From an optimization exercise on the open Yosys and OpenROAD flow, aimed at small area; shortcuts taken in it are not production practice. In this exercise RTL edits were held to simulation tests only and were not proved equivalent to the original. Power figures rest on the tool's default switching activity, not on a simulated workload.

File: flow/run.sh
#!/bin/bash
# synth_recipe.tcl (not shown) runs the flow's synth.tcl, then flattens the netlist and writes it again
# the make line also repeats each setting of config.mk as NAME=value (left out here)
make -C /OpenROAD-flow-scripts/flow DESIGN_CONFIG=/design/flow/config.mk WORK_HOME=/design/flow/orfs CLKGATE_MAP_FILE= SYNTH_SCRIPT=/design/flow/synth_recipe.tcl finish
File: flow/config.mk
export PLATFORM = sky130hd
export DESIGN_NAME = top_full_design
export DESIGN_NICKNAME = top_full_design
export VERILOG_FILES = /design/flow/design.v
export SDC_FILE = /design/flow/constraint.sdc
export NUM_CORES = 4
export LEC_CHECK = 0
export CAP_MARGIN = 20
export CORE_MARGIN = 2
export CORE_UTILIZATION = 40
export SLEW_MARGIN = 20
export SYNTH_MEMORY_MAX_BITS = 16384
File: flow/constraint.sdc
create_clock -name core_clock -period 8.0 [get_ports {clock}]
set_input_delay 1.6000 -clock core_clock [delete_from_list [all_inputs] [get_ports {clock}]]
set_output_delay 1.6000 -clock core_clock [all_outputs]
set_load 0.01 [all_outputs]
File: flow/design.v
module signal_generator(input [9:0] n, input [1:0] sel, output [7:0] x);
reg [8:0] u; always @* case(n[4:0])
  5'd0: u = 9'h1fd;
  5'd1: u = 9'h16;
  5'd2: u = 9'h2e;
  5'd3: u = 9'h44;
  5'd4: u = 9'h58;
  5'd5: u = 9'h68;
  5'd6: u = 9'h73;
  5'd7: u = 9'h7a;
  5'd8: u = 9'h7d;
  5'd9: u = 9'h7b;
  5'd10: u = 9'h73;
  5'd11: u = 9'h67;
  5'd12: u = 9'h58;
  5'd13: u = 9'h44;
  5'd14: u = 9'h2e;
  5'd15: u = 9'h16;
  5'd16: u = 9'h1fd;
  5'd17: u = 9'h1e4;
  5'd18: u = 9'h1cc;
  5'd19: u = 9'h1b5;
  5'd20: u = 9'h1a3;
  5'd21: u = 9'h193;
  5'd22: u = 9'h186;
  5'd23: u = 9'h17f;
  5'd24: u = 9'h17c;
  5'd25: u = 9'h180;
  5'd26: u = 9'h186;
  5'd27: u = 9'h192;
  5'd28: u = 9'h1a3;
  5'd29: u = 9'h1b5;
  5'd30: u = 9'h1cc;
  5'd31: u = 9'h1e4;
endcase
wire [1:0] r4 = (n[9:4]) % 3; wire [1:0] r6 = n[9:6] % 3; wire [3:0] r9 = n[9:4] % 9; wire [1:0] r5 = n[9:5] % 3;
wire [5:0] i0 = {r4,n[3:0]}; reg [7:0] v0; always @* case(i0)
  6'd0: v0 = 8'h2;
  6'd1: v0 = 8'h35;
  6'd2: v0 = 8'hc4;
  6'd3: v0 = 8'h1b;
  6'd4: v0 = 8'h22;
  6'd5: v0 = 8'hc3;
  6'd6: v0 = 8'h30;
  6'd7: v0 = 8'hb;
  6'd8: v0 = 8'hcc;
  6'd9: v0 = 8'h3d;
  6'd10: v0 = 8'hf2;
  6'd11: v0 = 8'hdc;
  6'd12: v0 = 8'h42;
  6'd13: v0 = 8'hdc;
  6'd14: v0 = 8'hf2;
  6'd15: v0 = 8'h3e;
  6'd16: v0 = 8'hcb;
  6'd17: v0 = 8'ha;
  6'd18: v0 = 8'h30;
  6'd19: v0 = 8'hc3;
  6'd20: v0 = 8'h22;
  6'd21: v0 = 8'h1b;
  6'd22: v0 = 8'hc5;
  6'd23: v0 = 8'h36;
  6'd24: v0 = 8'h3;
  6'd25: v0 = 8'hcf;
  6'd26: v0 = 8'h41;
  6'd27: v0 = 8'hea;
  6'd28: v0 = 8'he2;
  6'd29: v0 = 8'h43;
  6'd30: v0 = 8'hd5;
  6'd31: v0 = 8'hfa;
  6'd32: v0 = 8'h39;
  6'd33: v0 = 8'hc7;
  6'd34: v0 = 8'h13;
  6'd35: v0 = 8'h2a;
  6'd36: v0 = 8'hc2;
  6'd37: v0 = 8'h29;
  6'd38: v0 = 8'h14;
  6'd39: v0 = 8'hc8;
  6'd40: v0 = 8'h3a;
  6'd41: v0 = 8'hfa;
  6'd42: v0 = 8'hd6;
  6'd43: v0 = 8'h42;
  6'd44: v0 = 8'he2;
  6'd45: v0 = 8'heb;
  6'd46: v0 = 8'h40;
  6'd47: v0 = 8'hd0;
  default: v0 = 0; endcase
wire [7:0] i1 = {r6,n[5:0]}; reg [7:0] v1; always @* case(i1)
  8'd0: v1 = 8'h3;
  8'd1: v1 = 8'h24;
  8'd2: v1 = 8'h3c;
  8'd3: v1 = 8'h42;
  8'd4: v1 = 8'h35;
  8'd5: v1 = 8'h19;
  8'd6: v1 = 8'hf6;
  8'd7: v1 = 8'hd6;
  8'd8: v1 = 8'hc5;
  8'd9: v1 = 8'hc5;
  8'd10: v1 = 8'hd9;
  8'd11: v1 = 8'hf9;
  8'd12: v1 = 8'h1a;
  8'd13: v1 = 8'h36;
  8'd14: v1 = 8'h42;
  8'd15: v1 = 8'h3a;
  8'd16: v1 = 8'h23;
  8'd17: v1 = 8'h0;
  8'd18: v1 = 8'hde;
  8'd19: v1 = 8'hc9;
  8'd20: v1 = 8'hc3;
  8'd21: v1 = 8'hd1;
  8'd22: v1 = 8'hee;
  8'd23: v1 = 8'h11;
  8'd24: v1 = 8'h30;
  8'd25: v1 = 8'h40;
  8'd26: v1 = 8'h40;
  8'd27: v1 = 8'h2c;
  8'd28: v1 = 8'ha;
  8'd29: v1 = 8'he9;
  8'd30: v1 = 8'hcd;
  8'd31: v1 = 8'hc2;
  8'd32: v1 = 8'hcb;
  8'd33: v1 = 8'he4;
  8'd34: v1 = 8'h6;
  8'd35: v1 = 8'h28;
  8'd36: v1 = 8'h3d;
  8'd37: v1 = 8'h41;
  8'd38: v1 = 8'h33;
  8'd39: v1 = 8'h16;
  8'd40: v1 = 8'hf1;
  8'd41: v1 = 8'hd3;
  8'd42: v1 = 8'hc3;
  8'd43: v1 = 8'hc7;
  8'd44: v1 = 8'hdb;
  8'd45: v1 = 8'hfc;
  8'd46: v1 = 8'h1e;
  8'd47: v1 = 8'h38;
  8'd48: v1 = 8'h43;
  8'd49: v1 = 8'h38;
  8'd50: v1 = 8'h1e;
  8'd51: v1 = 8'hfd;
  8'd52: v1 = 8'hdb;
  8'd53: v1 = 8'hc6;
  8'd54: v1 = 8'hc4;
  8'd55: v1 = 8'hd3;
  8'd56: v1 = 8'hf2;
  8'd57: v1 = 8'h15;
  8'd58: v1 = 8'h32;
  8'd59: v1 = 8'h42;
  8'd60: v1 = 8'h3d;
  8'd61: v1 = 8'h29;
  8'd62: v1 = 8'h6;
  8'd63: v1 = 8'he4;
  8'd64: v1 = 8'hcb;
  8'd65: v1 = 8'hc2;
  8'd66: v1 = 8'hcd;
  8'd67: v1 = 8'he8;
  8'd68: v1 = 8'ha;
  8'd69: v1 = 8'h2b;
  8'd70: v1 = 8'h3f;
  8'd71: v1 = 8'h40;
  8'd72: v1 = 8'h2f;
  8'd73: v1 = 8'h11;
  8'd74: v1 = 8'hed;
  8'd75: v1 = 8'hd1;
  8'd76: v1 = 8'hc3;
  8'd77: v1 = 8'hc8;
  8'd78: v1 = 8'hde;
  8'd79: v1 = 8'h0;
  8'd80: v1 = 8'h23;
  8'd81: v1 = 8'h3a;
  8'd82: v1 = 8'h42;
  8'd83: v1 = 8'h37;
  8'd84: v1 = 8'h1a;
  8'd85: v1 = 8'hf8;
  8'd86: v1 = 8'hd8;
  8'd87: v1 = 8'hc5;
  8'd88: v1 = 8'hc6;
  8'd89: v1 = 8'hd6;
  8'd90: v1 = 8'hf6;
  8'd91: v1 = 8'h1a;
  8'd92: v1 = 8'h35;
  8'd93: v1 = 8'h43;
  8'd94: v1 = 8'h3c;
  8'd95: v1 = 8'h24;
  8'd96: v1 = 8'h3;
  8'd97: v1 = 8'he0;
  8'd98: v1 = 8'hc9;
  8'd99: v1 = 8'hc2;
  8'd100: v1 = 8'hcf;
  8'd101: v1 = 8'heb;
  8'd102: v1 = 8'hf;
  8'd103: v1 = 8'h2e;
  8'd104: v1 = 8'h40;
  8'd105: v1 = 8'h3f;
  8'd106: v1 = 8'h2d;
  8'd107: v1 = 8'hd;
  8'd108: v1 = 8'hea;
  8'd109: v1 = 8'hce;
  8'd110: v1 = 8'hc2;
  8'd111: v1 = 8'hca;
  8'd112: v1 = 8'he3;
  8'd113: v1 = 8'h4;
  8'd114: v1 = 8'h26;
  8'd115: v1 = 8'h3d;
  8'd116: v1 = 8'h41;
  8'd117: v1 = 8'h33;
  8'd118: v1 = 8'h18;
  8'd119: v1 = 8'hf3;
  8'd120: v1 = 8'hd6;
  8'd121: v1 = 8'hc4;
  8'd122: v1 = 8'hc6;
  8'd123: v1 = 8'hda;
  8'd124: v1 = 8'hfa;
  8'd125: v1 = 8'h1d;
  8'd126: v1 = 8'h38;
  8'd127: v1 = 8'h42;
  8'd128: v1 = 8'h39;
  8'd129: v1 = 8'h20;
  8'd130: v1 = 8'hfe;
  8'd131: v1 = 8'hdd;
  8'd132: v1 = 8'hc7;
  8'd133: v1 = 8'hc3;
  8'd134: v1 = 8'hd3;
  8'd135: v1 = 8'hf0;
  8'd136: v1 = 8'h13;
  8'd137: v1 = 8'h31;
  8'd138: v1 = 8'h41;
  8'd139: v1 = 8'h3f;
  8'd140: v1 = 8'h29;
  8'd141: v1 = 8'h8;
  8'd142: v1 = 8'he6;
  8'd143: v1 = 8'hcc;
  8'd144: v1 = 8'hc3;
  8'd145: v1 = 8'hcc;
  8'd146: v1 = 8'he6;
  8'd147: v1 = 8'h9;
  8'd148: v1 = 8'h29;
  8'd149: v1 = 8'h3e;
  8'd150: v1 = 8'h42;
  8'd151: v1 = 8'h31;
  8'd152: v1 = 8'h14;
  8'd153: v1 = 8'hef;
  8'd154: v1 = 8'hd2;
  8'd155: v1 = 8'hc4;
  8'd156: v1 = 8'hc7;
  8'd157: v1 = 8'hdd;
  8'd158: v1 = 8'hfe;
  8'd159: v1 = 8'h20;
  8'd160: v1 = 8'h39;
  8'd161: v1 = 8'h42;
  8'd162: v1 = 8'h38;
  8'd163: v1 = 8'h1c;
  8'd164: v1 = 8'hfa;
  8'd165: v1 = 8'hd9;
  8'd166: v1 = 8'hc5;
  8'd167: v1 = 8'hc4;
  8'd168: v1 = 8'hd5;
  8'd169: v1 = 8'hf3;
  8'd170: v1 = 8'h17;
  8'd171: v1 = 8'h33;
  8'd172: v1 = 8'h41;
  8'd173: v1 = 8'h3c;
  8'd174: v1 = 8'h26;
  8'd175: v1 = 8'h4;
  8'd176: v1 = 8'he3;
  8'd177: v1 = 8'hca;
  8'd178: v1 = 8'hc2;
  8'd179: v1 = 8'hcf;
  8'd180: v1 = 8'hea;
  8'd181: v1 = 8'hc;
  8'd182: v1 = 8'h2c;
  8'd183: v1 = 8'h3f;
  8'd184: v1 = 8'h40;
  8'd185: v1 = 8'h2e;
  8'd186: v1 = 8'h10;
  8'd187: v1 = 8'hec;
  8'd188: v1 = 8'hcf;
  8'd189: v1 = 8'hc3;
  8'd190: v1 = 8'hc9;
  8'd191: v1 = 8'he0;
  default: v1 = 0; endcase
wire [7:0] i2 = {r9,n[3:0]}; reg [7:0] v2; always @* case(i2)
  8'd0: v2 = 8'h3;
  8'd1: v2 = 8'h2e;
  8'd2: v2 = 8'h42;
  8'd3: v2 = 8'h35;
  8'd4: v2 = 8'hd;
  8'd5: v2 = 8'he0;
  8'd6: v2 = 8'hc5;
  8'd7: v2 = 8'hca;
  8'd8: v2 = 8'hee;
  8'd9: v2 = 8'h1b;
  8'd10: v2 = 8'h3d;
  8'd11: v2 = 8'h40;
  8'd12: v2 = 8'h22;
  8'd13: v2 = 8'hf5;
  8'd14: v2 = 8'hce;
  8'd15: v2 = 8'hc3;
  8'd16: v2 = 8'hd9;
  8'd17: v2 = 8'h5;
  8'd18: v2 = 8'h30;
  8'd19: v2 = 8'h43;
  8'd20: v2 = 8'h33;
  8'd21: v2 = 8'ha;
  8'd22: v2 = 8'hde;
  8'd23: v2 = 8'hc4;
  8'd24: v2 = 8'hcc;
  8'd25: v2 = 8'hef;
  8'd26: v2 = 8'h1e;
  8'd27: v2 = 8'h3e;
  8'd28: v2 = 8'h3e;
  8'd29: v2 = 8'h21;
  8'd30: v2 = 8'hf2;
  8'd31: v2 = 8'hcc;
  8'd32: v2 = 8'hc3;
  8'd33: v2 = 8'hdc;
  8'd34: v2 = 8'h8;
  8'd35: v2 = 8'h33;
  8'd36: v2 = 8'h42;
  8'd37: v2 = 8'h31;
  8'd38: v2 = 8'h8;
  8'd39: v2 = 8'hdc;
  8'd40: v2 = 8'hc4;
  8'd41: v2 = 8'hcc;
  8'd42: v2 = 8'hf2;
  8'd43: v2 = 8'h20;
  8'd44: v2 = 8'h3e;
  8'd45: v2 = 8'h3f;
  8'd46: v2 = 8'h1e;
  8'd47: v2 = 8'hef;
  8'd48: v2 = 8'hcb;
  8'd49: v2 = 8'hc4;
  8'd50: v2 = 8'hde;
  8'd51: v2 = 8'hb;
  8'd52: v2 = 8'h33;
  8'd53: v2 = 8'h42;
  8'd54: v2 = 8'h30;
  8'd55: v2 = 8'h6;
  8'd56: v2 = 8'hda;
  8'd57: v2 = 8'hc3;
  8'd58: v2 = 8'hce;
  8'd59: v2 = 8'hf5;
  8'd60: v2 = 8'h22;
  8'd61: v2 = 8'h40;
  8'd62: v2 = 8'h3c;
  8'd63: v2 = 8'h1a;
  8'd64: v2 = 8'hed;
  8'd65: v2 = 8'hca;
  8'd66: v2 = 8'hc4;
  8'd67: v2 = 8'he1;
  8'd68: v2 = 8'hd;
  8'd69: v2 = 8'h35;
  8'd70: v2 = 8'h43;
  8'd71: v2 = 8'h2e;
  8'd72: v2 = 8'h2;
  8'd73: v2 = 8'hd7;
  8'd74: v2 = 8'hc3;
  8'd75: v2 = 8'hd0;
  8'd76: v2 = 8'hf7;
  8'd77: v2 = 8'h25;
  8'd78: v2 = 8'h40;
  8'd79: v2 = 8'h3b;
  8'd80: v2 = 8'h18;
  8'd81: v2 = 8'hea;
  8'd82: v2 = 8'hc8;
  8'd83: v2 = 8'hc6;
  8'd84: v2 = 8'he2;
  8'd85: v2 = 8'h10;
  8'd86: v2 = 8'h38;
  8'd87: v2 = 8'h42;
  8'd88: v2 = 8'h2c;
  8'd89: v2 = 8'hff;
  8'd90: v2 = 8'hd6;
  8'd91: v2 = 8'hc3;
  8'd92: v2 = 8'hd1;
  8'd93: v2 = 8'hfb;
  8'd94: v2 = 8'h27;
  8'd95: v2 = 8'h40;
  8'd96: v2 = 8'h39;
  8'd97: v2 = 8'h16;
  8'd98: v2 = 8'he7;
  8'd99: v2 = 8'hc7;
  8'd100: v2 = 8'hc6;
  8'd101: v2 = 8'he5;
  8'd102: v2 = 8'h14;
  8'd103: v2 = 8'h39;
  8'd104: v2 = 8'h42;
  8'd105: v2 = 8'h29;
  8'd106: v2 = 8'hfe;
  8'd107: v2 = 8'hd4;
  8'd108: v2 = 8'hc2;
  8'd109: v2 = 8'hd3;
  8'd110: v2 = 8'hfc;
  8'd111: v2 = 8'h29;
  8'd112: v2 = 8'h41;
  8'd113: v2 = 8'h38;
  8'd114: v2 = 8'h13;
  8'd115: v2 = 8'he5;
  8'd116: v2 = 8'hc6;
  8'd117: v2 = 8'hc7;
  8'd118: v2 = 8'he8;
  8'd119: v2 = 8'h16;
  8'd120: v2 = 8'h3a;
  8'd121: v2 = 8'h41;
  8'd122: v2 = 8'h28;
  8'd123: v2 = 8'hfb;
  8'd124: v2 = 8'hd1;
  8'd125: v2 = 8'hc3;
  8'd126: v2 = 8'hd5;
  8'd127: v2 = 8'h0;
  8'd128: v2 = 8'h2b;
  8'd129: v2 = 8'h42;
  8'd130: v2 = 8'h36;
  8'd131: v2 = 8'h11;
  8'd132: v2 = 8'he2;
  8'd133: v2 = 8'hc5;
  8'd134: v2 = 8'hc9;
  8'd135: v2 = 8'hea;
  8'd136: v2 = 8'h18;
  8'd137: v2 = 8'h3b;
  8'd138: v2 = 8'h41;
  8'd139: v2 = 8'h25;
  8'd140: v2 = 8'hf7;
  8'd141: v2 = 8'hd1;
  8'd142: v2 = 8'hc2;
  8'd143: v2 = 8'hd7;
  default: v2 = 0; endcase
wire [6:0] i3 = {r5,n[4:0]}; reg [7:0] v3; always @* case(i3)
  7'd0: v3 = 8'h2;
  7'd1: v3 = 8'h3c;
  7'd2: v3 = 8'h35;
  7'd3: v3 = 8'hf6;
  7'd4: v3 = 8'hc4;
  7'd5: v3 = 8'hd8;
  7'd6: v3 = 8'h1b;
  7'd7: v3 = 8'h42;
  7'd8: v3 = 8'h23;
  7'd9: v3 = 8'hde;
  7'd10: v3 = 8'hc3;
  7'd11: v3 = 8'hed;
  7'd12: v3 = 8'h2f;
  7'd13: v3 = 8'h3f;
  7'd14: v3 = 8'ha;
  7'd15: v3 = 8'hcd;
  7'd16: v3 = 8'hcb;
  7'd17: v3 = 8'h6;
  7'd18: v3 = 8'h3e;
  7'd19: v3 = 8'h33;
  7'd20: v3 = 8'hf1;
  7'd21: v3 = 8'hc3;
  7'd22: v3 = 8'hdc;
  7'd23: v3 = 8'h1f;
  7'd24: v3 = 8'h44;
  7'd25: v3 = 8'h1e;
  7'd26: v3 = 8'hdc;
  7'd27: v3 = 8'hc4;
  7'd28: v3 = 8'hf1;
  7'd29: v3 = 8'h33;
  7'd30: v3 = 8'h3e;
  7'd31: v3 = 8'h6;
  7'd32: v3 = 8'hcb;
  7'd33: v3 = 8'hcd;
  7'd34: v3 = 8'ha;
  7'd35: v3 = 8'h3f;
  7'd36: v3 = 8'h2f;
  7'd37: v3 = 8'hed;
  7'd38: v3 = 8'hc3;
  7'd39: v3 = 8'hde;
  7'd40: v3 = 8'h22;
  7'd41: v3 = 8'h42;
  7'd42: v3 = 8'h1b;
  7'd43: v3 = 8'hd9;
  7'd44: v3 = 8'hc4;
  7'd45: v3 = 8'hf6;
  7'd46: v3 = 8'h35;
  7'd47: v3 = 8'h3c;
  7'd48: v3 = 8'h3;
  7'd49: v3 = 8'hc9;
  7'd50: v3 = 8'hd0;
  7'd51: v3 = 8'hf;
  7'd52: v3 = 8'h40;
  7'd53: v3 = 8'h2c;
  7'd54: v3 = 8'hea;
  7'd55: v3 = 8'hc3;
  7'd56: v3 = 8'he2;
  7'd57: v3 = 8'h26;
  7'd58: v3 = 8'h42;
  7'd59: v3 = 8'h18;
  7'd60: v3 = 8'hd5;
  7'd61: v3 = 8'hc7;
  7'd62: v3 = 8'hfa;
  7'd63: v3 = 8'h38;
  7'd64: v3 = 8'h39;
  7'd65: v3 = 8'hfe;
  7'd66: v3 = 8'hc7;
  7'd67: v3 = 8'hd2;
  7'd68: v3 = 8'h13;
  7'd69: v3 = 8'h41;
  7'd70: v3 = 8'h29;
  7'd71: v3 = 8'he6;
  7'd72: v3 = 8'hc3;
  7'd73: v3 = 8'he6;
  7'd74: v3 = 8'h29;
  7'd75: v3 = 8'h41;
  7'd76: v3 = 8'h13;
  7'd77: v3 = 8'hd2;
  7'd78: v3 = 8'hc7;
  7'd79: v3 = 8'hfe;
  7'd80: v3 = 8'h39;
  7'd81: v3 = 8'h38;
  7'd82: v3 = 8'hfa;
  7'd83: v3 = 8'hc7;
  7'd84: v3 = 8'hd5;
  7'd85: v3 = 8'h17;
  7'd86: v3 = 8'h42;
  7'd87: v3 = 8'h27;
  7'd88: v3 = 8'he4;
  7'd89: v3 = 8'hc2;
  7'd90: v3 = 8'hea;
  7'd91: v3 = 8'h2c;
  7'd92: v3 = 8'h40;
  7'd93: v3 = 8'hf;
  7'd94: v3 = 8'hd0;
  7'd95: v3 = 8'hc9;
  default: v3 = 0; endcase
reg [7:0] v; always @* case(sel) 0: v=v0; 1: v=v1; 2: v=v2; default: v=v3; endcase
wire [9:0] sum = {u[8],u} + {{2{v[7]}},v};
wire [7:0] base = sum[8:1];
reg inc, dec; always @* begin inc=0; dec=0; case({sel,n})
  12'd0: inc=1;
  12'd48: inc=1;
  12'd96: inc=1;
  12'd120: inc=1;
  12'd192: inc=1;
  12'd216: inc=1;
  12'd312: inc=1;
  12'd384: inc=1;
  12'd768: inc=1;
  12'd792: inc=1;
  12'd816: inc=1;
  12'd840: dec=1;
  12'd888: inc=1;
  12'd1008: inc=1;
  12'd1120: dec=1;
  12'd1264: dec=1;
  12'd1360: dec=1;
  12'd1488: dec=1;
  12'd1600: dec=1;
  12'd1712: dec=1;
  12'd1872: dec=1;
  12'd1904: dec=1;
  12'd2032: dec=1;
  12'd2264: inc=1;
  12'd2408: inc=1;
  12'd2480: dec=1;
  12'd2696: inc=1;
  12'd2768: dec=1;
  12'd2912: dec=1;
  12'd3072: inc=1;
  12'd3112: inc=1;
  12'd3120: dec=1;
  12'd3128: inc=1;
  12'd3168: inc=1;
  12'd3208: inc=1;
  12'd3264: inc=1;
  12'd3320: inc=1;
  12'd3400: inc=1;
  12'd3456: inc=1;
  12'd3512: inc=1;
  12'd3784: inc=1;
  12'd3832: dec=1;
  12'd3840: inc=1;
  12'd3888: dec=1;
  12'd3896: inc=1;
  12'd3944: dec=1;
  12'd4024: dec=1;
  12'd4080: dec=1;
  12'd4088: inc=1;
  default: ; endcase end
assign x = base + {{7{dec}},inc|dec};
endmodule
module top_full_design
    #(
        parameter NB_ADDR = 6,
        parameter NB_DATA = 8
    )
    (
        output [NB_DATA - 1 : 0] o_log_data_from_ram,
        output o_log_ram_full,
        input [2:0] i_enable,
        input [1:0] i_sel,
        input i_reset,
        input clock
    );
reg [9:0] gen_cnt;
wire gen_clr = ~i_reset | ~i_enable[0];
always @(posedge clock or posedge gen_clr) begin
    if (gen_clr) gen_cnt <= 10'd0;
    else         gen_cnt <= gen_cnt + 10'd1;
end
reg [1:0] sel_prev;
reg [1:0] sel;
always @(posedge clock) begin
    if (~i_reset) begin
        sel_prev <= 2'b00;
        sel      <= 2'b00;
    end else begin
        sel_prev <= i_sel;
        sel      <= sel ^ (i_sel & ~sel_prev);
    end
end
wire [7:0] x0;
signal_generator u_gen (.n(gen_cnt), .sel(sel), .x(x0));
reg [7:0] dl [1:14];
integer i;
always @(posedge clock) begin
    if (~i_reset) begin
        for (i = 1; i <= 14; i = i + 1) dl[i] <= 8'd0;
    end else if (i_enable[0]) begin
        dl[1] <= x0;
        for (i = 1; i < 14; i = i + 1) dl[i+1] <= dl[i];
    end
end
wire signed [14:0] t0  = {{7{x0[7]}}, x0};
wire signed [14:0] t1  = {{7{dl[1][7]}}, dl[1]};
wire signed [14:0] t2  = {{7{dl[2][7]}}, dl[2]};
wire signed [14:0] t4  = {{7{dl[4][7]}}, dl[4]};
wire signed [14:0] t5  = {{7{dl[5][7]}}, dl[5]};
wire signed [14:0] t6  = {{7{dl[6][7]}}, dl[6]};
wire signed [14:0] t7  = {{7{dl[7][7]}}, dl[7]};
wire signed [14:0] t8  = {{7{dl[8][7]}}, dl[8]};
wire signed [14:0] t9  = {{7{dl[9][7]}}, dl[9]};
wire signed [14:0] t10 = {{7{dl[10][7]}}, dl[10]};
wire signed [14:0] t12 = {{7{dl[12][7]}}, dl[12]};
wire signed [14:0] t13 = {{7{dl[13][7]}}, dl[13]};
wire signed [14:0] t14 = {{7{dl[14][7]}}, dl[14]};
wire signed [14:0] acc = 15'sd3*(t4+t10) + 15'sd8*(t5+t9) + 15'sd13*(t6+t8) + 15'sd16*t7
                       - (t0+t1+t2+t12+t13+t14);
wire sat_ok = (acc[14] == acc[13]);
wire [7:0] y = sat_ok ? {acc[14], acc[12:6]} : {acc[14], {7{~acc[14]}}};
reg [7:0] y1, y2, y3;
always @(posedge clock) begin
    y1 <= y;
    y2 <= y1;
    y3 <= y2;
end
reg        run;
reg [5:0]  wc;
reg        full;
wire       wc_last = &wc;
always @(posedge clock) begin
    if (~i_reset)      run <= 1'b0;
    else if (~run)     run <= i_enable[1] & ~full;
    else               run <= ~wc_last;
    if (~run) wc <= 6'd0;
    else      wc <= wc + 6'd1;
    if (~i_reset | ~i_enable[1]) full <= 1'b0;
    else if (wc_last)            full <= 1'b1;
end
reg [7:0] mem [0:63];
always @(posedge clock) begin
    if (run) mem[wc] <= y3;
end
reg [5:0] rd_addr;
reg       rd_inc, rd_rstn;
wire [5:0] rd_cnt = rd_rstn ? rd_addr + {5'd0, rd_inc} : 6'd0;
reg [7:0] rd_data, dout;
always @(posedge clock) begin
    rd_rstn <= i_reset;
    rd_inc  <= i_enable[2];
    rd_addr <= rd_cnt;
    rd_data <= mem[rd_addr];
    dout    <= rd_data;
end
assign o_log_data_from_ram = dout;
assign o_log_ram_full = full;
endmodule
==> impl_metrics.csv, run 1 <==
group,metric,value,unit
status,status,"finished with violations",
status,so.violations,"negative setup slack",
sta,timing.slew.headroom,25.92,%
clock_tree,cts_buffers,75,
clock_tree,cts_root_buf,"clkbuf_16",
sta,skew,0.03225,ns
synth,synth_top_area_share,39.83,%
setup_path,cpPeakStageDelay,0.54,ns
worst_hold_path,hold_end,"y3[3]",
floorplan,coreArea,95290,sq um
final_layout,fin_nets,3920,
final_layout,fillerInstances,8444,
routing,antenna_left,0,
synth,synth_top_cell_by_area,"edfxtp_1",
final_layout,n_antenna_cell,0,
routing,avgRoutedWirePerCell,25.15,microns
floorplan,die_h,314.7,microns
worst_hold_path,holdPathStages,0,
synth,synth_most_common_cell,"edfxtp_1",
worst_hold_path,hp-start,"y2[3]",
global_routing,grt_max_degree,121,
final_layout,drive_above_1_share,28.95,%
final_layout,regArea,19100,sq um
final_layout,syn_to_final_growth,23.76,%
routing,drt-total-wl,125.8,mm
setup_path,critical_path_arrival,12.21,ns
sta,period_share,146.4,%
pwr,peakVddDrop,0.0004591,V
placement,dp_slack,-4.178,ns
synth,yosys_warnings,3,
setup_path,reg2reg_slack,-3.71,ns
sta,hold_viol,0,
sta,setup_violations,8,
routing,drt_iter0_drc,3216,
synth,synth-seq-cells,694,
synth,synth_edf_count,512,
routing,vias_per_cell,5.675,
clock_tree,clk_latency,0.65,ns
floorplan,die-width,314.7,microns
synth,synth.avg_cell_area,12.19,sq um
synth,syn_area,38600,sq um
sta,fin_crit,11.71,ns
synth,yosys-top-cells-count,"512 x edfxtp_1, 219 x inv_1, 194 x nor2_1, 182 x mux4_2, 177 x a21oi_1",
setup_path,critPathKind,"register to register",
final_layout,multi_input_area,18450,sq um
setup_path,reg2reg_to,"y1[3]",
floorplan,fp-row-count,113,
floorplan,die_area,99010,sq um
setup_path,end_kind,"register",
clock_tree,cts_max_level,3,
placement,hpwl,91.26,mm
setup_path,required,8.50,ns
synth,synthCells,3167,
placement,place_area,44460,sq um
synth,ys.flop_type,"edfxtp_1",
synth,async_reset_ff_share,1.441,%
setup_path,start_kind,"register",
global_routing,antenna_found_initial,3,
global_routing,grt_util_all_layers,25.64,%
sta,fmax,85.40,MHz
synth,yosysSeqAreaShare,49.40,%
global_routing,overflow,0,
clock_tree,clockBufferDepth,3,
setup_path,cp_slowest_cell,"mux4_2",
pwr,power.leakage,18.02,nW
floorplan,ios,16,
flow_run,drv_cap,0,
routing,drt_pass1_iterations,7,
floorplan,initial_utilization,40.51,%
setup_path,r2r_start,"gen_cnt[6]",
routing,detailroute.via_count,28390,
final_layout,design_area,47770,sq um
sta,rsz0062_at_grt,"yes",
setup_path,critPathMaxFanout,7,
global_routing,grt_pass1_vias,28490,
placement,place_congestion,1.055,
worst_hold_path,hold_path_class,"register to register",
global_routing,grt_first_pass_wirelength,187.9,mm
clock_tree,path_clk_slew,0.06,ns
clock_tree,cts_tree,"yes",
synth,synthTopCellsByArea,"edfxtp_1 40%, mux4_2 11%, dfxtp_1 8.9%",
clock_tree,holdBufCountCts,0,
routing,drcViolationCount,0,
sta,drv_slew,0,
placement,io_buffers,15,
sta,final.setup.worst_slack,-3.709,ns
setup_path,r2r_cells,53,
clock_tree,cts.sinks,694,
final_layout,post-route-util,50.13,%
pwr,powerDensity,257.4,nW/um^2
synth,syn_nets,3410,
synth,ys_types,102,
sta,worst_pin_slew,1.111,ns
[sequential cells by signal (all words and copies together) (netlist names)]
register	flops
rd_rstn	1
mem	512
sel_prev	2
y3	8
y1	8
dl	112
wc	6
rd_inc	1
run	1
sel	2
dout	8
rd_addr	6
full	1
rd_data	8
y2	8
gen_cnt	10
[through the flow]
step	TNS (ns)	hold slack [ns]	total power, mW	std cells
after CTS	-29.60	0.3161	12.25	4993
after global placement	-32.88	0.3101	8.156	4834
after floorplan	-30.44	0.3096	6.989	3167
final	-29.43	0.3171	12.30	5003
after detailed placement	-33.13	0.3120	8.247	4834
after global routing	-33.91	0.3247	13.06	5003
[per-layer routing]
| layer | up-vias | wire (microns) | share of wire (%) | GRT usage [%] |
|---|---|---|---|---|
| met5 | - | 11 | 0.0087 | 0 |
| met4 | 2 | 5074 | 4.0 | 9.188 |
| met3 | 308 | 9921 | 7.9 | 5.289 |
| met2 | 1169 | 56020 | 45 | 39.28 |
| met1 | 14180 | 54800 | 44 | 36.14 |
| li1 | 12740 | - | - | - |
[kinds of logic after synthesis]
kind of cell | after synthesis | share of synthesized area (%)
multiplexers | 326 | 14.38
XOR/XNOR | 83 | 1.903
AND/OR/NAND/NOR | 752 | 9.565
adder cells (fa/ha/maj) | 236 | 9.711
AO/OA/AOI/OAI | 639 | 10.68
buffers and inverters | 437 | 4.359
flip-flops | 694 | 49.40
[layout by cell type, fill, tap and decap left out, types with 40 or more instances in the layout]
cell type,instances
a31oi_1,40
ha_1,114
nor2_1,188
nor3_1,56
clkbuf_16,75
dfxtp_1,161
nand3_1,69
nor2b_1,132
o21ai_0,149
xnor2_1,62
edfxtp_1,512
mux2i_1,136
a21oi_1,159
nand2_1,169
fa_1,103
inv_1,213
mux4_2,182
buf_4,603
[worst max-delay path, delay by kind of cell, from the launching register on]
family	cells	cell delay (ns)
adders and majority gates	12	4.41
AOI/OAI and AO/OA	22	3.36
and+or+nand+nor	7	1.44
buffers and inverters	7	0.75
xor gates and xnor gates	4	0.59
muxes	1	0.54
DFF	1	0.45
[power breakdown]
group          internal (mW)  total (mW)  switching, mW
registers               4.43        4.49         0.0608
clock network           2.17        3.66           1.49
logic                   1.98        4.14           2.17
total                   8.58        12.3           3.72
[area by class of cell]
cell class                 instances  share of cell area (%)
sequential                       694                   39.98
clock inverter                    45                   1.417
inverter                         223                   1.752
clock buffer                      93                   4.112
tap                             1265                   3.313
multi-input combinational       2036                   38.62
timing repair buffer             647                   10.80
[worst max path at each step]
stage,start,endpoint,cells past startpoint
after floorplan,gen_cnt[8],y1[0],55
after global placement,gen_cnt[6],y1[0],52
after detailed placement,gen_cnt[6],y1[1],52
after CTS,gen_cnt[6],y1[5],54
after global routing,gen_cnt[6],y1[6],55
final,gen_cnt[6],y1[3],53
[timing repair]
item,CTS,global route
buffers inserted,21,10
resized for setup,71,26
pin swaps,54,28
endpoints found under the setup margin,8,8
==> run 2, diff against run 1 <==
--- a/flow/design.v
+++ b/flow/design.v
@@ -34,5 +34,188 @@
   5'd31: u = 9'h1e4;
 endcase
-wire [1:0] r4 = (n[9:4]) % 3; wire [1:0] r6 = n[9:6] % 3; wire [3:0] r9 = n[9:4] % 9; wire [1:0] r5 = n[9:5] % 3;
+reg [1:0] r4; always @* case(n[9:4])
+  6'd0: r4 = 2'd0;
+  6'd1: r4 = 2'd1;
+  6'd2: r4 = 2'd2;
+  6'd3: r4 = 2'd0;
+  6'd4: r4 = 2'd1;
+  6'd5: r4 = 2'd2;
+  6'd6: r4 = 2'd0;
+  6'd7: r4 = 2'd1;
+  6'd8: r4 = 2'd2;
+  6'd9: r4 = 2'd0;
+  6'd10: r4 = 2'd1;
+  6'd11: r4 = 2'd2;
+  6'd12: r4 = 2'd0;
+  6'd13: r4 = 2'd1;
+  6'd14: r4 = 2'd2;
+  6'd15: r4 = 2'd0;
+  6'd16: r4 = 2'd1;
+  6'd17: r4 = 2'd2;
+  6'd18: r4 = 2'd0;
+  6'd19: r4 = 2'd1;
+  6'd20: r4 = 2'd2;
+  6'd21: r4 = 2'd0;
+  6'd22: r4 = 2'd1;
+  6'd23: r4 = 2'd2;
+  6'd24: r4 = 2'd0;
+  6'd25: r4 = 2'd1;
+  6'd26: r4 = 2'd2;
+  6'd27: r4 = 2'd0;
+  6'd28: r4 = 2'd1;
+  6'd29: r4 = 2'd2;
+  6'd30: r4 = 2'd0;
+  6'd31: r4 = 2'd1;
+  6'd32: r4 = 2'd2;
+  6'd33: r4 = 2'd0;
+  6'd34: r4 = 2'd1;
+  6'd35: r4 = 2'd2;
+  6'd36: r4 = 2'd0;
+  6'd37: r4 = 2'd1;
+  6'd38: r4 = 2'd2;
+  6'd39: r4 = 2'd0;
+  6'd40: r4 = 2'd1;
+  6'd41: r4 = 2'd2;
+  6'd42: r4 = 2'd0;
+  6'd43: r4 = 2'd1;
+  6'd44: r4 = 2'd2;
+  6'd45: r4 = 2'd0;
+  6'd46: r4 = 2'd1;
+  6'd47: r4 = 2'd2;
+  6'd48: r4 = 2'd0;
+  6'd49: r4 = 2'd1;
+  6'd50: r4 = 2'd2;
+  6'd51: r4 = 2'd0;
+  6'd52: r4 = 2'd1;
+  6'd53: r4 = 2'd2;
+  6'd54: r4 = 2'd0;
+  6'd55: r4 = 2'd1;
+  6'd56: r4 = 2'd2;
+  6'd57: r4 = 2'd0;
+  6'd58: r4 = 2'd1;
+  6'd59: r4 = 2'd2;
+  6'd60: r4 = 2'd0;
+  6'd61: r4 = 2'd1;
+  6'd62: r4 = 2'd2;
+  6'd63: r4 = 2'd0;
+  default: r4 = 0; endcase
+reg [1:0] r6; always @* case(n[9:6])
+  4'd0: r6 = 2'd0;
+  4'd1: r6 = 2'd1;
+  4'd2: r6 = 2'd2;
+  4'd3: r6 = 2'd0;
+  4'd4: r6 = 2'd1;
+  4'd5: r6 = 2'd2;
+  4'd6: r6 = 2'd0;
+  4'd7: r6 = 2'd1;
+  4'd8: r6 = 2'd2;
+  4'd9: r6 = 2'd0;
+  4'd10: r6 = 2'd1;
+  4'd11: r6 = 2'd2;
+  4'd12: r6 = 2'd0;
+  4'd13: r6 = 2'd1;
+  4'd14: r6 = 2'd2;
+  4'd15: r6 = 2'd0;
+  default: r6 = 0; endcase
+reg [3:0] r9; always @* case(n[9:4])
+  6'd0: r9 = 4'd0;
+  6'd1: r9 = 4'd1;
+  6'd2: r9 = 4'd2;
+  6'd3: r9 = 4'd3;
+  6'd4: r9 = 4'd4;
+  6'd5: r9 = 4'd5;
+  6'd6: r9 = 4'd6;
+  6'd7: r9 = 4'd7;
+  6'd8: r9 = 4'd8;
+  6'd9: r9 = 4'd0;
+  6'd10: r9 = 4'd1;
+  6'd11: r9 = 4'd2;
+  6'd12: r9 = 4'd3;
+  6'd13: r9 = 4'd4;
+  6'd14: r9 = 4'd5;
+  6'd15: r9 = 4'd6;
+  6'd16: r9 = 4'd7;
+  6'd17: r9 = 4'd8;
+  6'd18: r9 = 4'd0;
+  6'd19: r9 = 4'd1;
+  6'd20: r9 = 4'd2;
+  6'd21: r9 = 4'd3;
+  6'd22: r9 = 4'd4;
+  6'd23: r9 = 4'd5;
+  6'd24: r9 = 4'd6;
+  6'd25: r9 = 4'd7;
+  6'd26: r9 = 4'd8;
+  6'd27: r9 = 4'd0;
+  6'd28: r9 = 4'd1;
+  6'd29: r9 = 4'd2;
+  6'd30: r9 = 4'd3;
+  6'd31: r9 = 4'd4;
+  6'd32: r9 = 4'd5;
+  6'd33: r9 = 4'd6;
+  6'd34: r9 = 4'd7;
+  6'd35: r9 = 4'd8;
+  6'd36: r9 = 4'd0;
+  6'd37: r9 = 4'd1;
+  6'd38: r9 = 4'd2;
+  6'd39: r9 = 4'd3;
+  6'd40: r9 = 4'd4;
+  6'd41: r9 = 4'd5;
+  6'd42: r9 = 4'd6;
+  6'd43: r9 = 4'd7;
+  6'd44: r9 = 4'd8;
+  6'd45: r9 = 4'd0;
+  6'd46: r9 = 4'd1;
+  6'd47: r9 = 4'd2;
+  6'd48: r9 = 4'd3;
+  6'd49: r9 = 4'd4;
+  6'd50: r9 = 4'd5;
+  6'd51: r9 = 4'd6;
+  6'd52: r9 = 4'd7;
+  6'd53: r9 = 4'd8;
+  6'd54: r9 = 4'd0;
+  6'd55: r9 = 4'd1;
+  6'd56: r9 = 4'd2;
+  6'd57: r9 = 4'd3;
+  6'd58: r9 = 4'd4;
+  6'd59: r9 = 4'd5;
+  6'd60: r9 = 4'd6;
+  6'd61: r9 = 4'd7;
+  6'd62: r9 = 4'd8;
+  6'd63: r9 = 4'd0;
+  default: r9 = 0; endcase
+reg [1:0] r5; always @* case(n[9:5])
+  5'd0: r5 = 2'd0;
+  5'd1: r5 = 2'd1;
+  5'd2: r5 = 2'd2;
+  5'd3: r5 = 2'd0;
+  5'd4: r5 = 2'd1;
+  5'd5: r5 = 2'd2;
+  5'd6: r5 = 2'd0;
+  5'd7: r5 = 2'd1;
+  5'd8: r5 = 2'd2;
+  5'd9: r5 = 2'd0;
+  5'd10: r5 = 2'd1;
+  5'd11: r5 = 2'd2;
+  5'd12: r5 = 2'd0;
+  5'd13: r5 = 2'd1;
+  5'd14: r5 = 2'd2;
+  5'd15: r5 = 2'd0;
+  5'd16: r5 = 2'd1;
+  5'd17: r5 = 2'd2;
+  5'd18: r5 = 2'd0;
+  5'd19: r5 = 2'd1;
+  5'd20: r5 = 2'd2;
+  5'd21: r5 = 2'd0;
+  5'd22: r5 = 2'd1;
+  5'd23: r5 = 2'd2;
+  5'd24: r5 = 2'd0;
+  5'd25: r5 = 2'd1;
+  5'd26: r5 = 2'd2;
+  5'd27: r5 = 2'd0;
+  5'd28: r5 = 2'd1;
+  5'd29: r5 = 2'd2;
+  5'd30: r5 = 2'd0;
+  5'd31: r5 = 2'd1;
+  default: r5 = 0; endcase
 wire [5:0] i0 = {r4,n[3:0]}; reg [7:0] v0; always @* case(i0)
   6'd0: v0 = 8'h2;
@@ -84,5 +267,5 @@
   6'd46: v0 = 8'h40;
   6'd47: v0 = 8'hd0;
-  default: v0 = 0; endcase
+  default: v0 = 8'bx; endcase
 wire [7:0] i1 = {r6,n[5:0]}; reg [7:0] v1; always @* case(i1)
   8'd0: v1 = 8'h3;
@@ -278,5 +461,5 @@
   8'd190: v1 = 8'hc9;
   8'd191: v1 = 8'he0;
-  default: v1 = 0; endcase
+  default: v1 = 8'bx; endcase
 wire [7:0] i2 = {r9,n[3:0]}; reg [7:0] v2; always @* case(i2)
   8'd0: v2 = 8'h3;
@@ -424,5 +607,5 @@
   8'd142: v2 = 8'hc2;
   8'd143: v2 = 8'hd7;
-  default: v2 = 0; endcase
+  default: v2 = 8'bx; endcase
 wire [6:0] i3 = {r5,n[4:0]}; reg [7:0] v3; always @* case(i3)
   7'd0: v3 = 8'h2;
@@ -522,5 +705,5 @@
   7'd94: v3 = 8'hd0;
   7'd95: v3 = 8'hc9;
-  default: v3 = 0; endcase
+  default: v3 = 8'bx; endcase
 reg [7:0] v; always @* case(sel) 0: v=v0; 1: v=v1; 2: v=v2; default: v=v3; endcase
 wire [9:0] sum = {u[8],u} + {{2{v[7]}},v};
@@ -621,25 +804,23 @@
     end
 end
-wire signed [14:0] t0  = {{7{x0[7]}}, x0};
-wire signed [14:0] t1  = {{7{dl[1][7]}}, dl[1]};
-wire signed [14:0] t2  = {{7{dl[2][7]}}, dl[2]};
-wire signed [14:0] t4  = {{7{dl[4][7]}}, dl[4]};
-wire signed [14:0] t5  = {{7{dl[5][7]}}, dl[5]};
-wire signed [14:0] t6  = {{7{dl[6][7]}}, dl[6]};
-wire signed [14:0] t7  = {{7{dl[7][7]}}, dl[7]};
-wire signed [14:0] t8  = {{7{dl[8][7]}}, dl[8]};
-wire signed [14:0] t9  = {{7{dl[9][7]}}, dl[9]};
-wire signed [14:0] t10 = {{7{dl[10][7]}}, dl[10]};
-wire signed [14:0] t12 = {{7{dl[12][7]}}, dl[12]};
-wire signed [14:0] t13 = {{7{dl[13][7]}}, dl[13]};
-wire signed [14:0] t14 = {{7{dl[14][7]}}, dl[14]};
-wire signed [14:0] acc = 15'sd3*(t4+t10) + 15'sd8*(t5+t9) + 15'sd13*(t6+t8) + 15'sd16*t7
-                       - (t0+t1+t2+t12+t13+t14);
+function [14:0] sx;
+    input [7:0] v;
+    sx = {{7{v[7]}}, v};
+endfunction
+wire [14:0] g = 15'd3*(sx(dl[4])+sx(dl[10])) + {sx(dl[5])+sx(dl[9]), 3'd0}
+              + 15'd13*(sx(dl[6])+sx(dl[8])) + {sx(dl[7]), 4'd0}
+              - (sx(dl[1])+sx(dl[2])+sx(dl[12])+sx(dl[13])+sx(dl[14]));
+reg [14:0] g_r;
+reg        shifted;
+always @(posedge clock) begin
+    g_r     <= g;
+    shifted <= i_enable[0];
+end
+wire [14:0] acc = g_r - (shifted ? sx(dl[1]) : 15'd0);
 wire sat_ok = (acc[14] == acc[13]);
 wire [7:0] y = sat_ok ? {acc[14], acc[12:6]} : {acc[14], {7{~acc[14]}}};
-reg [7:0] y1, y2, y3;
+reg [7:0] y2, y3;
 always @(posedge clock) begin
-    y1 <= y;
-    y2 <= y1;
+    y2 <= y;
     y3 <= y2;
 end
==> impl_metrics.csv, run 2 <==
group,metric,value,unit
floorplan,die_h,317.5,microns
routing,detailroute.via_count,27840,
synth,syn_area,39310,sq um
setup_path,reg2reg_to,"dl[1][7]",
sta,rsz0062_at_grt,"no",
sta,setup_violations,0,
placement,dp_slack,1.106,ns
sta,timing.slew.headroom,18.25,%
clock_tree,cts_max_level,3,
final_layout,largest_reg_flops,512,
pwr,peakVddDrop,0.0001924,V
routing,drt_iter0_drc,3265,
worst_hold_path,holdPathStages,0,
final_layout,drive_above_1_share,11.79,%
synth,yosys_warnings,3,
global_routing,grt_pass1_vias,27480,
clock_tree,cts.sinks,702,
synth,async_reset_ff_share,1.425,%
sta,tns,0,ns
synth,yosys-top-cells-count,"512 x edfxtp_1, 233 x mux2i_1, 228 x a21oi_1, 199 x nor2_1, 191 x nand2_1",
sta,final.setup.worst_slack,0.9733,ns
worst_hold_path,hold_end,"y3[5]",
setup_path,critical_path_arrival,7.52,ns
routing,avgRoutedWirePerCell,25.41,microns
final_layout,fin_nets,3621,
placement,hpwl,80.37,mm
setup_path,end_kind,"register",
flow_run,drv_cap,0,
global_routing,antenna_found_initial,6,
global_routing,grt_first_pass_wirelength,178.6,mm
sta,skew,0.03650,ns
setup_path,critPathMaxFanout,20,
routing,drcViolationCount,0,
clock_tree,holdBufCountCts,0,
floorplan,coreArea,96990,sq um
final_layout,multi_input_area,18350,sq um
worst_hold_path,hold_path_class,"register to register",
placement,place_congestion,1.027,
synth,syn_nets,3652,
global_routing,overflow,0,
status,status,"finished clean",
floorplan,fp-row-count,114,
synth,synth_top_area_share,39.12,%
synth,synthCells,3401,
sta,fin_crit,7.027,ns
floorplan,initial_utilization,40.52,%
global_routing,grt_max_degree,125,
final_layout,layout_commonest_cell,"edfxtp_1",
clock_tree,cts_buffers,73,
clock_tree,cts_resized,0,
worst_hold_path,hp-start,"y2[5]",
global_routing,grt_util_all_layers,23.33,%
setup_path,reg2reg_slack,0.97,ns
synth,synth_top_cell_by_area,"edfxtp_1",
synth,ys.flop_type,"edfxtp_1",
routing,vias_per_cell,5.919,
routing,drt_pass1_iterations,6,
clock_tree,cts_tree,"yes",
clock_tree,clockBufferDepth,3,
sta,fmax,142.3,MHz
routing,antenna_left,0,
floorplan,die_area,100800,sq um
final_layout,regMostFlops,"mem",
clock_tree,cts_root_buf,"clkbuf_16",
setup_path,r2r_start,"gen_cnt[5]",
pwr,power.leakage,15.55,nW
final_layout,regArea,19260,sq um
sta,worst_pin_slew,1.222,ns
synth,synthTopCellsByArea,"edfxtp_1 39%, dfxtp_1 9.2%, mux2i_1 5.9%",
final_layout,fillerInstances,8952,
final_layout,top_regs,"mem (512), dl (112), g_r (15)",
synth,ys_types,89,
floorplan,ios,16,
pwr,powerDensity,225.6,nW/um^2
setup_path,r2r_cells,26,
clock_tree,post_cts_buffers,0,
synth,yosysSeqAreaShare,48.92,%
synth,synth.avg_cell_area,11.56,sq um
sta,drv_slew,0,
synth,synth-seq-cells,702,
routing,drt-total-wl,119.5,mm
clock_tree,path_clk_slew,0.06,ns
setup_path,required,8.50,ns
clock_tree,clk_latency,0.64,ns
placement,io_buffers,15,
setup_path,critPathKind,"register to register",
sta,period_share,87.83,%
final_layout,syn_to_final_growth,10.48,%
synth,synth_edf_count,512,
floorplan,die-width,317.5,microns
final_layout,layout_common_cells,"512 x edfxtp_1, 233 x mux2i_1, 228 x a21oi_1",
synth,synth_most_common_cell,"edfxtp_1",
setup_path,start_kind,"register",
sta,hold_viol,0,
==> run 2: worst max path at each step <==
| stage | startpoint | end | slack [ns] | cells past startpoint |
|---|---|---|---|---|
| CTS | gen_cnt[5] | dl[1][7] | 1.04 | 26 |
| global route | gen_cnt[5] | dl[1][7] | 0.49 | 28 |
| finish | gen_cnt[5] | dl[1][7] | 0.97 | 26 |
| detailed placement | gen_cnt[5] | dl[1][7] | 1.11 | 26 |
| floorplan | gen_cnt[4] | dl[1][7] | 1.61 | 29 |
| global placement | gen_cnt[5] | dl[1][7] | 1.15 | 26 |
==> run 2: area by class of cell <==
class	count	area share [%]
inverter	188	1.625
clock inverter	30	0.8010
multi-input combinational	2272	42.26
timing repair buffer	133	2.469
sequential	702	44.35
antenna	1	0.005763
tap	1276	3.677
clock buffer	101	4.809
==> run 2: stage by stage <==
stage               util, %  instance area [sq um]  std cells  hold slack [ns]  power, mW
global placement      42.25                  40980       4571           0.3099      6.405
CTS                   44.77                  43420       4702           0.3260      9.900
finish                44.77                  43420       4703           0.3253      9.798
detailed placement    42.25                  40980       4571           0.3121      6.446
global route          44.77                  43420       4702           0.3284      10.27
floorplan                 -                  39310       3401           0.3096      5.862
==> run 2: where the power goes <==
part | switching [mW] | total [mW] | internal (mW)
Clock | 1.42 | 3.46 | 2.03
Combinational | 1.13 | 1.80 | 0.675
Sequential | 0.0934 | 4.54 | 4.45
==> run 2: cells by family (layout without fill, tap and decap cells) <==
| kind of cell | Yosys count | in the layout | share of synthesized area (%) |
|---|---|---|---|
| AND/OR/NAND/NOR | 769 | 769 | 9.617 |
| flip-flops | 702 | 702 | 48.92 |
| multiplexers | 359 | 359 | 12.01 |
| adder cells (fa/ha/maj) | 244 | 244 | 9.677 |
| AO/OA/AOI/OAI | 804 | 804 | 13.17 |
| XOR/XNOR | 96 | 96 | 2.174 |
| buffers and inverters | 427 | 452 | 4.437 |
| other | 0 | 1 | 0 |
==> run 2: worst max-delay path: stages, from the launching register on <==
cell and delay, ns:
dfrtp_2 0.48, inv_1 0.10, buf_4 0.31, ha_1 0.50
nand2b_1 0.19, a21oi_1 0.11, o221a_1 0.30, nor3_2 0.68
buf_4 0.40, o21ai_0 0.16, a21oi_1 0.20, a21oi_1 0.10
mux4_2 0.48, ha_1 0.32, and2_1 0.16, o21ai_0 0.13
o21ai_1 0.13, o311a_1 0.32, a311o_1 0.32, ha_1 0.33
a21oi_1 0.15, o21ai_0 0.11, xor2_1 0.18, xor2_1 0.20
nand2b_1 0.09, a31oi_1 0.09, o31a_1 0.33
==> run 2: routing by layer <==
metal	vias up	GRT usage (%)	routed length, microns
met5	-	0.3783	25
met4	4	10.35	5706
met3	340	5.441	10050
met2	1312	34.91	51660
met1	13650	32.25	52040
li1	12530	-	-
==> run 3, diff against run 2 <==
--- a/flow/config.mk
+++ b/flow/config.mk
@@ -6,4 +6,5 @@
 export NUM_CORES = 4
 export LEC_CHECK = 0
+export ABC_AREA = 1
 export CAP_MARGIN = 20
 export CORE_MARGIN = 2
==> impl_metrics.csv, run 3 <==
group,metric,value,unit
status,status,"finished clean",
synth,ys.flop_type,"edfxtp_1",
worst_hold_path,holdPathStages,0,
synth,synth_most_common_cell,"nor2_1",
sta,fmax,151.4,MHz
setup_path,cp_top_family,"simple AND/OR/NAND/NOR gates",
sta,drv_slew,0,
final_layout,regMostFlops,"mem",
final_layout,drive_above_1_share,7.847,%
floorplan,ios,16,
setup_path,r2r_start,"gen_cnt[5]",
pwr,power.leakage,16.22,nW
routing,drt_iter0_drc,3268,
pwr,p_int,8.704,mW
synth,synthTopCellsByArea,"edfxtp_1 40%, dfxtp_1 9.4%, o21ai_0 7.5%",
floorplan,die-width,313.7,microns
clock_tree,clk_latency,0.67,ns
clock_tree,cts_tree,"yes",
final_layout,top_regs,"mem (512), dl (112), g_r (15)",
global_routing,grt_max_degree,132,
clock_tree,post_cts_buffers,0,
pwr,powerDensity,318.2,nW/um^2
synth,synth.avg_cell_area,9.304,sq um
final_layout,fin_nets,4317,
placement,place_congestion,1.050,
setup_path,cp_slowest_cell,"nor2_4",
sta,skew,0.07699,ns
setup_path,cp-startpoint,"gen_cnt[5]",
clock_tree,cts.sinks,702,
sta,period_share,82.57,%
routing,antenna_left,0,
synth,ys_types,68,
placement,dp_slack,1.707,ns
floorplan,coreArea,95010,sq um
final_layout,syn_to_final_growth,10.04,%
clock_tree,path_clk_slew,0.09,ns
setup_path,worst_path_most_repeated_cell,"nand2_1",
global_routing,grt_first_pass_wirelength,197.9,mm
global_routing,grt_pass1_vias,29680,
synth,yosys-top-cells-count,"753 x nor2_1, 574 x o21ai_0, 512 x edfxtp_1, 373 x nand2_1, 324 x inv_1",
global_routing,grt_use_met1,37.60,%
clock_tree,cts_buffers,76,
sta,hold_viol,0,
placement,io_buffers,15,
sta,worst_pin_slew,1.231,ns
routing,detailroute.via_count,31120,
sta,timing.slew.headroom,17.06,%
floorplan,fp-row-count,113,
clock_tree,clockBufferDepth,3,
setup_path,required,8.49,ns
sta,setup_violations,0,
synth,async_reset_ff_share,1.425,%
routing,drcViolationCount,0,
pwr,swShare,35.20,%
synth,synth-seq-cells,702,
routing,drt_pass1_iterations,7,
setup_path,critPathKind,"register to register",
setup_path,end_kind,"register",
global_routing,met2_usage,40.24,%
final_layout,layout_commonest_cell,"nor2_1",
pwr,p_seq_share,35.1,%
setup_path,r2r_cells,33,
pwr,peakVddDrop,0.0003871,V
global_routing,busiest_layer,"met2",
setup_path,critPathMaxFanout,30,
clock_tree,cts_root_buf,"clkbuf_16",
synth,syn_area,38360,sq um
synth,synth_top_area_share,40.08,%
clock_tree,cts_max_level,3,
setup_path,critical_path_arrival,7.10,ns
setup_path,critPathBufInv,4,
setup_path,cp.depth,33,
global_routing,overflow,0,
routing,avgRoutedWirePerCell,24.75,microns
pwr,switchingPower,4.727,mW
global_routing,antenna_found_initial,3,
sta,rsz0062_at_grt,"no",
global_routing,grt_util_all_layers,26.88,%
synth,yosys_warnings,3,
routing,vias_per_cell,5.767,
final_layout,largest_reg_flops,512,
flow_run,drv_cap,0,
pwr,pwr-share-clk,27.1,%
sta,fin_crit,6.605,ns
synth,synth_top_cell_by_area,"edfxtp_1",
placement,hpwl,91.94,mm
pwr,power_frac_comb,37.8,%
setup_path,start_kind,"register",
final_layout,layout_common_cells,"753 x nor2_1, 574 x o21ai_0, 512 x edfxtp_1",
synth,syn_nets,4374,
clock_tree,holdBufCountCts,0,
synth,synthCells,4123,
synth,synth_edf_count,512,
sta,tns,0,ns
setup_path,cpPeakStageDelay,0.65,ns
worst_hold_path,hp-start,"y2[3]",
sta,final.setup.worst_slack,1.395,ns
worst_hold_path,hold_path_class,"register to register",
floorplan,initial_utilization,40.37,%
synth,yosysSeqAreaShare,50.13,%
clock_tree,cts_resized,0,
floorplan,die_area,98400,sq um
routing,drt-total-wl,133.6,mm
floorplan,die_h,313.7,microns
global_routing,use_met3,4.994,%
==> run 3: cell types whose count changed after synthesis, sizes merged, moves of 49 or more <==
| cell | before | now |
|---|---|---|
| xnor2 | 73 | 24 |
| o21ai | 173 | 617 |
| mux4 | 86 | 0 |
| inv | 187 | 362 |
| nand2 | 191 | 406 |
| nor2b | 148 | 0 |
| nand3 | 54 | 142 |
| a21oi | 229 | 170 |
| mux2i | 233 | 0 |
| nor2 | 199 | 774 |
| o22ai | 51 | 182 |
==> run 3: kinds of logic after synthesis <==
group                    count (synthesis)  share of synthesized area, %
adder cells (fa/ha/maj)                244                         9.916
buffers and inverters                  579                         6.204
AND/OR/NAND/NOR                       1389                         15.24
AO/OA/AOI/OAI                         1132                         16.76
flip-flops                             702                         50.13
XOR/XNOR                                77                         1.758
==> run 3: layout make-up <==
class / instances / area [sq um]
Fill cell: 9209 / 52800
Antenna cell: 3 / 7.507
Tap cell: 1265 / 1583
Timing Repair Buffer: 80 / 645.6
Clock inverter: 34 / 416.7
Sequential cell: 702 / 19250
Clock buffer: 107 / 2166
Inverter: 364 / 1385
Multi-Input combinational cell: 2842 / 16760
==> run 3: layer usage <==
layer  up-vias  share of wire, %
met3       365               7.7
met5         -            0.0097
met1     15170                44
li1      14210                 -
met4         2               5.5
met2      1368                43
==> run 3: path summary, 6_finish.rpt <==
check,end,slack [ns]
setup / recovery,dl[1][7],1.39
hold / removal,y3[3],0.31
setup reg to reg,dl[1][7],1.39
hold reg to reg,y3[3],0.31
max in group asynchronous,gen_cnt[4],5.60
min in group asynchronous,gen_cnt[1],1.39
==> run 3: stage by stage <==
step	std cells	hold WS (ns)	util, %	power [mW]	instance area [sq um]
detailed placement	5253	0.3120	41.70	9.902	39620
floorplan	4123	0.3096	-	8.678	38360
global placement	5253	0.3105	41.70	9.844	39620
CTS	5394	0.3074	44.42	13.57	42200
global route	5394	0.3131	44.42	14.46	42200
finish	5397	0.3139	44.43	13.43	42210
==> run 3: power by group through the flow <==
| stage | sequential [mW] | combinational [mW] | clock (mW) |
|---|---|---|---|
| after global routing | 4.73 | 5.87 | 3.86 |
| after detailed placement | 4.79 | 5.11 | 0 |
| after floorplan | 4.90 | 3.78 | 0 |
| after CTS | 4.71 | 5.15 | 3.71 |
| final | 4.71 | 5.08 | 3.64 |
| after global placement | 4.78 | 5.06 | 0 |
==> run 4, diff against run 3 <==
--- a/flow/config.mk
+++ b/flow/config.mk
@@ -10,4 +10,7 @@
 export CORE_MARGIN = 2
 export CORE_UTILIZATION = 40
+export CTS_BUF_LIST = sky130_fd_sc_hd__clkbuf_8
+export CTS_CLUSTER_DIAMETER = 50
+export CTS_CLUSTER_SIZE = 12
 export SLEW_MARGIN = 20
 export SYNTH_MEMORY_MAX_BITS = 16384
==> impl_metrics.csv, run 4 <==
group,metric,value,unit
status,status,"finished clean",
synth,ys.flop_type,"edfxtp_1",
clock_tree,cts.sinks,702,
final_layout,multi_input_area,16760,sq um
routing,drt-total-wl,133.1,mm
sta,setup_violations,0,
pwr,p_int,7.750,mW
pwr,powerDensity,299.2,nW/um^2
floorplan,die_area,98400,sq um
pwr,switchingPower,4.615,mW
final_layout,fillerInstances,9326,
synth,yosys-top-cells-count,"753 x nor2_1, 574 x o21ai_0, 512 x edfxtp_1, 373 x nand2_1, 324 x inv_1",
pwr,power,12.36,mW
setup_path,start_kind,"register",
pwr,p_seq_share,38.0,%
global_routing,grt_pass1_vias,29600,
clock_tree,cts_tree,"yes",
synth,yosys_warnings,3,
setup_path,critical_path_arrival,7.11,ns
routing,drt_iter0_drc,3566,
placement,place_congestion,1.050,
final_layout,drive_above_1_share,7.854,%
routing,avgRoutedWirePerCell,24.62,microns
routing,drt_pass1_iterations,6,
clock_tree,clk_latency,0.77,ns
clock_tree,path_clk_slew,0.08,ns
worst_hold_path,hold_path_class,"register to register",
floorplan,die_h,313.7,microns
pwr,power.leakage,15.92,nW
setup_path,end_kind,"register",
flow_run,drv_cap,0,
routing,vias_per_cell,5.734,
final_layout,layout_commonest_cell,"nor2_1",
floorplan,fp-row-count,113,
final_layout,fin_nets,4325,
sta,period_share,81.03,%
global_routing,antenna_found_initial,3,
pwr,power_frac_comb,40.9,%
setup_path,reg2reg_to,"dl[1][7]",
setup_path,worst_path_most_repeated_cell,"nand2_1",
placement,io_buffers,15,
floorplan,initial_utilization,40.37,%
sta,tns,0,ns
worst_hold_path,hp-start,"y2[4]",
final_layout,largest_reg_flops,512,
global_routing,grt_first_pass_wirelength,196.9,mm
setup_path,r2r_cells,36,
clock_tree,holdBufCountCts,0,
synth,synth_top_area_share,40.08,%
worst_hold_path,hold_end,"y3[4]",
sta,skew,0.04594,ns
clock_tree,post_cts_buffers,0,
pwr,pwr-share-clk,21.1,%
synth,synthCells,4123,
global_routing,grt_max_degree,132,
synth,syn_nets,4374,
clock_tree,cts_buffers,84,
final_layout,design_area,41330,sq um
final_layout,regArea,19250,sq um
worst_hold_path,holdPathStages,0,
synth,ys_types,68,
global_routing,grt_util_all_layers,26.80,%
final_layout,syn_to_final_growth,7.730,%
synth,synth_edf_count,512,
setup_path,required,8.63,ns
sta,drv_slew,0,
clock_tree,clockBufferDepth,3,
placement,hpwl,91.94,mm
synth,synth_most_common_cell,"nor2_1",
sta,worst_pin_slew,1.236,ns
final_layout,layout_common_cells,"753 x nor2_1, 574 x o21ai_0, 512 x edfxtp_1",
setup_path,critPathKind,"register to register",
pwr,peakVddDrop,0.0003434,V
floorplan,coreArea,95010,sq um
final_layout,top_regs,"mem (512), dl (112), g_r (15)",
synth,synthTopCellsByArea,"edfxtp_1 40%, dfxtp_1 9.4%, o21ai_0 7.5%",
clock_tree,cts_root_buf,"clkbuf_8",
placement,place_area,39620,sq um
sta,rsz0062_at_grt,"no",
sta,fmax,154.3,MHz
floorplan,ios,16,
sta,hold_viol,0,
routing,drcViolationCount,0,
sta,fin_crit,6.483,ns
clock_tree,cts_resized,0,
routing,antenna_left,0,
routing,detailroute.via_count,31000,
floorplan,die-width,313.7,microns
setup_path,cpPeakStageDelay,0.66,ns
synth,async_reset_ff_share,1.425,%
synth,syn_area,38360,sq um
synth,synth.avg_cell_area,9.304,sq um
clock_tree,cts_max_level,3,
synth,synth_top_cell_by_area,"edfxtp_1",
setup_path,r2r_start,"gen_cnt[5]",
synth,synth-seq-cells,702,
setup_path,cp_slowest_cell,"nor2_4",
final_layout,regMostFlops,"mem",
setup_path,critPathMaxFanout,30,
global_routing,overflow,0,
sta,timing.slew.headroom,16.70,%
setup_path,reg2reg_slack,1.52,ns
pwr,swShare,37.32,%
synth,yosysSeqAreaShare,50.13,%
-- run 4: cell count changes in the layout (fill, tap and decap cells not counted), sizes merged --
cell      previous run  this run
clkbuf             107        91
inv                364       400
clkinv              25        16
bufinv               7         3
clkinvlp             2         4
-- run 4: critical path, delay by kind of cell (launching register included) --
| kind | cells | cell delay (ns) |
|---|---|---|
| compound gates | 7 | 1.71 |
| buf+inv | 5 | 0.60 |
| simple gates | 20 | 2.40 |
| flops | 1 | 0.38 |
| fa+ha+maj | 3 | 1.08 |
| xor+xnor | 1 | 0.15 |
-- run 4: routing by layer --
layer | track usage [%] | vias to the layer above | part of all wire [%] | wire, microns
met5 | 0 | - | 0 | 0
met4 | 12.56 | 0 | 5.3 | 7067
met3 | 5.113 | 350 | 7.6 | 10070
met2 | 40.43 | 1296 | 43 | 57840
met1 | 37.25 | 15140 | 44 | 58110
li1 | - | 14210 | - | -
-- run 4: worst max-delay path by stage --
| stage | end | slack (ns) | cells past startpoint | startpoint |
|---|---|---|---|---|
| floorplan | g_r[14] | 2.44 | 27 | dl[1][0] |
| global placement | dl[1][7] | 1.50 | 37 | gen_cnt[5] |
| detailed placement | dl[1][7] | 1.71 | 36 | gen_cnt[5] |
| CTS | dl[1][7] | 1.64 | 36 | gen_cnt[5] |
| global route | dl[1][7] | 0.99 | 36 | gen_cnt[5] |
| finish | dl[1][7] | 1.52 | 36 | gen_cnt[5] |
-- run 4: through the flow --
step                hold slack [ns]  cells  utilization [%]  worst slack [ns]
floorplan                    0.3096   4123                -             2.440
global placement             0.3105   5253            41.70             1.501
detailed placement           0.3120   5253            41.70             1.707
CTS                          0.3281   5403            43.49             1.637
global route                 0.3263   5404            43.49            0.9870
finish                       0.3280   5406            43.50             1.517
-- run 4: cells by family after synthesis --
family	synth area share, %
flip-flops	50.13
AO/OA/AOI/OAI	16.76
adder cells (fa/ha/maj)	9.916
AND/OR/NAND/NOR	15.24
buffers and inverters	6.204
XOR/XNOR	1.758
-- run 4: power by group through the flow --
stage	registers, mW	clock network [mW]	logic [mW]
final	4.70	2.61	5.05
after floorplan	4.90	0	3.78
after global routing	4.73	2.81	5.87
after detailed placement	4.79	0	5.11
after global placement	4.78	0	5.06
after CTS	4.71	2.66	5.14
-- run 4: final cells by class --
cell class / count / area share [%]
multi-input cells: 2842 / 40.55
diodes: 3 / 0.01817
inverters: 364 / 3.352
clock buffers: 91 / 3.031
flip-flops and latches: 702 / 46.58
repair buffers: 80 / 1.562
clock inverters: 59 / 1.078
well taps: 1265 / 3.830

==> what the ideal ports hide <==
The flow's constraints put no driver on any port. The routed layouts listed below were extracted and timed again, unchanged, in two steps. Step 1 sets driving cells, clkbuf_16 on the clock port and buf_2 on the other inputs (assumed; they add their load-dependent delay and slew). Step 2, shift: input delay + t, output delay - t, t = (earliest + latest rising clock arrival at the registers) / 2. This alone moves slack from input paths to output paths. Slacks: no drivers / after step 1 / after step 2; pairs: no drivers / after step 1.
run | t (ns) | setup slack, ns | hold WS [ns] | worst setup path after step 2 | latest minus earliest clock arrival (ns)
run 1 | 0.703 | -3.709 / -3.709 / -3.709 | 0.317 / 0.317 / 0.317 | register to register | 0.033 / 0.034
run 2 | 0.679 | 0.973 / 0.973 / 0.973 | 0.325 / 0.325 / 0.325 | register to register | 0.037 / 0.037
run 3 | 0.700 | 1.395 / 1.395 / 1.395 | 0.314 / 0.314 / 0.314 | register to register | 0.078 / 0.078
run 4 | 0.810 | 1.517 / 1.517 / 1.517 | 0.328 / 0.328 / 0.328 | register to register | 0.062 / 0.062
